This design comes from an exercise in tuning for small area, a short achievable clock period and few clock cycles on the open sky130 flow, not from production work. RTL that was checked went through simulation tests only; none was proved equivalent to the original.

Setup of run a:
## sha256_reduced
module sha256_reduced (
    input  logic        clk,
    input  logic        rst_n,
    input  logic        enable,
    input  logic [7:0]  data_in,
    input  logic        data_valid,
    input  logic        end_of_file,
    output logic        ready,
    output logic [31:0] hash_out,
    output logic        hash_valid
);
    localparam int FD = 14;    
    localparam int NB = 45;    
    function automatic logic [31:0] rotr(input logic [31:0] x, input int n);
        rotr = (x >> n) | (x << (32 - n));
    endfunction
    function automatic logic [31:0] bsig0(input logic [31:0] x);
        bsig0 = rotr(x, 2) ^ rotr(x, 13) ^ rotr(x, 22);
    endfunction
    function automatic logic [31:0] bsig1(input logic [31:0] x);
        bsig1 = rotr(x, 6) ^ rotr(x, 11) ^ rotr(x, 25);
    endfunction
    function automatic logic [31:0] ssig0(input logic [31:0] x);
        ssig0 = rotr(x, 7) ^ rotr(x, 18) ^ (x >> 3);
    endfunction
  ...
For scale: about 6,800 cells after synthesis, ~1,600 flip-flops, roughly 73,000 um^2 of cells after synthesis.
==> flow/config.mk <==
export PLATFORM = sky130hd
export DESIGN_NAME = sha256_reduced
export DESIGN_NICKNAME = sha256_reduced
export VERILOG_FILES = /design/flow/design.v
export SDC_FILE = /design/flow/constraint.sdc
export NUM_CORES = 8
export LEC_CHECK = 0
export CAP_MARGIN = 20
export CORE_MARGIN = 2
export CORE_UTILIZATION = 65
export CTS_CLUSTER_DIAMETER = 100
export CTS_CLUSTER_SIZE = 25
export SLEW_MARGIN = 20
export SYNTH_MEMORY_MAX_BITS = 4096
==> flow/constraint.sdc <==
create_clock -name core_clock -period 15.0 [get_ports {clk}]
set_input_delay 3.0000 -clock core_clock [delete_from_list [all_inputs] [get_ports {clk}]]
set_output_delay 3.0000 -clock core_clock [all_outputs]
set_load 0.01 [all_outputs]
standard.sh (not shown) runs the stock make flow with config.mk's settings and CLKGATE_MAP_FILE= SYNTH_SCRIPT=/design/flow/synth_recipe.tcl, a recipe that flattens the netlist after the stock synthesis.
==> flow/flow/run.sh <==
#!/bin/bash
# Standard synthesis, then the standard flow's own layout with two changes: timing repair
# gets a larger setup margin, so that it keeps working past the constraint's
# period, and the port buffers are plain buffers (sky130_fd_sc_hd__buf_2)
# instead of the delay cells that buffer_ports picks by default.
set -euo pipefail
bash standard.sh synth > synth.log 2>&1
bash standard.sh SETUP_SLACK_MARGIN=10.7 TNS_END_PERCENT=100 \
  "BUFFER_PORTS_ARGS=-buffer_cell sky130_fd_sc_hd__buf_2" finish > layout.log 2>&1
Input changes introduced in run b (baseline for comparison: run a):
-- flow/design.v --
<<< run a, line 85
);
    localparam int FD = 14;    
    localparam int NB = 45;    
    function automatic logic [31:0] rotr(input logic [31:0] x, input int n);
        rotr = (x >> n) | (x << (32 - n));
>>> run b, line 85
);
    localparam int FD = 14;    
    localparam int NB = 46;    
    function automatic logic [31:0] rotr(input logic [31:0] x, input int n);
        rotr = (x >> n) | (x << (32 - n));
<<< run a, line 157
    wire start  = ~started & iv & ien;
    wire byte_v = rx & iv;
    wire wrd    = byte_v & ((bc == 2'd3) | ie);    
    logic byp;                                      
    wire push   = wrd & ~byp;                       
    logic [31:0] wdata;
    always_comb begin
>>> run b, line 157
    wire start  = ~started & iv & ien;
    wire byte_v = rx & iv;
    wire push   = byte_v & ((bc == 2'd3) | ie);
    logic [31:0] wdata;
    always_comb begin
<<< run a, line 208
    logic [1:0]  stl;        
    logic [31:0] a, b, c, d, e, f, g, h;
    logic [31:0] dl;         
    logic [3:0][31:0] xa, xe;   
>>> run b, line 206
    logic [1:0]  stl;        
    logic [31:0] a, b, c, d, e, f, g, h;
    logic [31:0] kq;         
    logic [31:0] dl;         
    logic [3:0][31:0] xa, xe;   
<<< run a, line 215
    logic        hv;
    wire run      = (ph == P_RUN);
    wire avail    = fne | eof_done | wrd;
    wire stalling = (stl != 2'd0);
    wire stall    = stalling | (run & nm & ~avail);
>>> run b, line 214
    logic        hv;
    wire run      = (ph == P_RUN);
    wire avail    = fne | eof_done;
    wire stalling = (stl != 2'd0);
    wire stall    = stalling | (run & nm & ~avail);
<<< run a, line 223
    wire ld_b     = adv & bnd;
    assign pop = adv & srcm & fne;
    assign byp = adv & srcm & ~fne & wrd;
    wire [6:0] st_next = (st == 7'd64) ? 7'd0 : st + 7'd1;
    logic [31:0] padword;
>>> run b, line 222
    wire ld_b     = adv & bnd;
    assign pop = adv & srcm & fne;
    wire [6:0] st_next = (st == 7'd64) ? 7'd0 : st + 7'd1;
    logic [31:0] padword;
<<< run a, line 231
        else                             padword = 32'h0;
    end
    wire [31:0] mval = fne ? fhead : wrd ? wdata : padword;
    wire [31:0] ws1  = ssig1(w[14]);
    wire [31:0] ws0  = ssig0(w[1]);
>>> run b, line 229
        else                             padword = 32'h0;
    end
    wire [31:0] mval = fne ? fhead : padword;
    wire [31:0] ws1  = ssig1(w[14]);
    wire [31:0] ws0  = ssig0(w[1]);
<<< run a, line 237
    wire [31:0] wsch = wc[63:32] + wc[31:0];
    wire [31:0] wnew = srcm ? mval : wsch;
    logic [31:0] kq;         
    k_rom krom (.kSel(st[5:0]), .kBus(kq));
    wire [31:0] s1  = bsig1(e);
    wire [31:0] s0  = bsig0(a);
    wire [31:0] ch  = (e & f) | (~e & g);
    wire [31:0] maj = (a & b) | (c & (a | b));
    wire [31:0] ax1 = csum(dl, maj, ch);
    wire [31:0] ay1 = ccar(dl, maj, ch);
    wire [63:0] ac  = comp42(ax1, ay1, s0, s1);
    wire [31:0] an  = skadd(ac[63:32], ac[31:0]);
    wire [63:0] ec  = comp42(dl, d, ch, s1);
    wire [31:0] en  = skadd(ec[63:32], ec[31:0]);
>>> run b, line 235
    wire [31:0] wsch = wc[63:32] + wc[31:0];
    wire [31:0] wnew = srcm ? mval : wsch;
    logic [31:0] knext;
    k_rom krom (.kSel(adv ? st_next[5:0] : st[5:0]), .kBus(knext));
    wire [31:0] s1  = bsig1(e);
    wire [31:0] s0  = bsig0(a);
    wire [31:0] ch  = (e & f) | (~e & g);
    wire [31:0] maj = (a & b) | (c & (a | b));
    wire [63:0] ac  = comp42(dl, maj, ch, s0);
    wire [31:0] ax3 = csum(ac[63:32], ac[31:0], s1);
    wire [31:0] ay3 = ccar(ac[63:32], ac[31:0], s1);
    wire [31:0] an  = skadd(ax3, ay3);
    wire [63:0] ec  = comp42(dl, d, ch, s1);
    wire [31:0] en  = skadd(ec[63:32], ec[31:0]);
<<< run a, line 278
        g <= ld_b ? xe[2] : f;
        h <= ld_b ? xe[1] : g;
        if (adv) begin
            dl  <= px1 + py1;
>>> run b, line 276
        g <= ld_b ? xe[2] : f;
        h <= ld_b ? xe[1] : g;
        kq <= knext;
        if (adv) begin
            dl  <= px1 + py1;
<<< run a, line 352
                nm   <= (st_next <= 7'd14) | ((st_next == 7'd64) & ~lastblk);
                ffq  <= (st_next >= 7'd62) | (st_next == 7'd0);
                if (srcm & ~fne & ~wrd & pad80) pad80 <= 1'b0;
                if (st == 7'd13) pad14 <= ~fne & ~wrd & ~pad80;
                if ((st == 7'd14) & ~fne & ~wrd & pad14) lastblk <= 1'b1;
                if (bnd) begin
                    zero_op <= 1'b0;
>>> run b, line 351
                nm   <= (st_next <= 7'd14) | ((st_next == 7'd64) & ~lastblk);
                ffq  <= (st_next >= 7'd62) | (st_next == 7'd0);
                if (srcm & ~fne & pad80) pad80 <= 1'b0;
                if (st == 7'd13) pad14 <= ~fne & ~pad80;
                if ((st == 7'd14) & ~fne & pad14) lastblk <= 1'b1;
                if (bnd) begin
                    zero_op <= 1'b0;
[summary]
On run b: flip-flop and latch count is 2.0% higher than what run a gave. In run b the critical path arrival turned out 570 ps lower than in run a. Run a reports its highest metal layer with signal wires as met5 while run b reports met4. Run b vs run a — final cell count dropped slightly. Fraction of layout instances using a drive strength above 1 was higher in run a than in run b. Run a and run b ended up with roughly the same post-placement cell area. When run b is measured against run a, its clock period minus worst slack turns out 610 ps lower. Of run b and run a, it is run b that has the higher worst slew margin relative to its limit. Re number of max-slew violations in the final report: no difference whatsoever between run a and run b. Diff run a and run b: pin count of the biggest net entering global routing higher in run b.
Testbench counts of run b, summed over its fixed seeds: cycles 20,631.
Only the layout flow was run in run a; the RTL was not checked for function there.

Setup of job 2740:
Another version of the RTL of sha256_reduced (not shown whole).
Size: ~6800 cells after synthesis, about 1600 flip-flops, about 74000 sq um of cells after synthesis.
clock: 15.0 ns
lec_check: 0
cap_margin: 20
core_margin: 2
core_utilization: 55
cts_cluster_diameter: 100
cts_cluster_size: 25
slew_margin: 20
synth_memory_max_bits: 4096
Scripts as last shown in full above: flow/flow/run.sh
#### Input delta (job 6121 over job 2740)
--- a/flow/design.v
+++ b/flow/design.v
@@ -125,22 +125,32 @@
                 if ((i / k) % 2 == 1) begin
                     g2[i] = gg[i] | (pp[i] & gg[(i / k) * k - 1]);
                     p2[i] = pp[i] & pp[(i / k) * k - 1];
                 end
             end
             gg = g2; pp = p2;
         end
         skadd = (x ^ y) ^ {gg[30:0], 1'b0};
     endfunction
-    wire       iv  = data_valid;
-    wire       ie  = end_of_file;
-    wire       ien = enable;
-    wire [7:0] id  = data_in;
+    logic       iv, ie, ien;
+    logic [7:0] id;
+    always_ff @(posedge clk or negedge rst_n) begin
+        if (!rst_n) begin
+            iv  <= 1'b0;
+            ie  <= 1'b0;
+            ien <= 1'b0;
+        end else begin
+            iv  <= data_valid;
+            ie  <= end_of_file;
+            ien <= enable;
+        end
+    end
+    always_ff @(posedge clk) id <= data_in;
     logic        started;     
     logic        rx;          
     logic        eof_done;    
     logic        pad80;       
     logic [1:0]  bc;          
     logic [7:0]  nbytes;      
     logic [23:0] asm_q;
     logic        nrdy;        
     assign ready = ~nrdy;
==> notes.md <==
Final routed wirelength across all metal layers: job 6121 better than job 2740. Looking at multi-input logic cell count, job 6121 sits 33 lower than job 2740 does. Total instance count after detailed placement shrinks slightly when moving from job 2740 to job 6121. Job 6121: met1 routing resource usage after global routing is 2.0 points lower than what job 2740 reported. Job 6121 vs job 2740: cell area down in job 6121. What job 6121 reported for amount of wire on met2 after detailed routing has to be multiplied by 1.18 to get the figure for job 2740. Re count of filler cells inserted in the layout: job 6121 is 18% up on job 2740. Relative to job 2740, overall via count from detail_route decreased by 5397 in job 6121. For job 6121, the critical path class was reg -> out, unlike job 2740, where it was in -> reg.
Testbench counts of job 6121, summed over its fixed seeds: cycles 20,554.
Function not checked in job 2740: the RTL went through the layout flow alone.

-- what the ideal ports hide --
How much do the figures lean on ideal ports? The routed layouts below were timed once more, with nothing changed but the port constraints.
Step 1, drivers: a clkbuf_16 drives clk and a buf_2 each remaining input, both assumed.
Step 2 adds t to the input delays and takes it off the output delays; t is the mean of the earliest and latest rising clock arrival at the registers after step 1. Input paths then give back, and output paths get back, about the clock's delay inside the block.
Slacks: ideal ports / drivers / drivers and shift; pairs: ideal ports / drivers.
| run | t, ns | setup WS [ns] | hold WS [ns] | pins driven straight from the clock port |
|---|---|---|---|---|
| run a | 0.780 | 9.876 / 9.876 / 9.876 | 0.315 / 0.315 / 0.315 | 1 |
| run b | 0.786 | 10.486 / 10.486 / 10.486 | 0.313 / 0.313 / 0.313 | 1 |
| job 2740 | 0.815 | 9.861 / 9.905 / 9.091 | 0.306 / 0.306 / 0.306 | 1 |
| job 6121 | 0.811 | 10.500 / 10.420 / 10.596 | 0.312 / 0.312 / 0.312 | 1 |
After both steps setup and hold are still met in every run listed. The setup slack of job 2740, which loses most, moves by +0.044 ns with the drivers and by -0.770 ns with both steps.
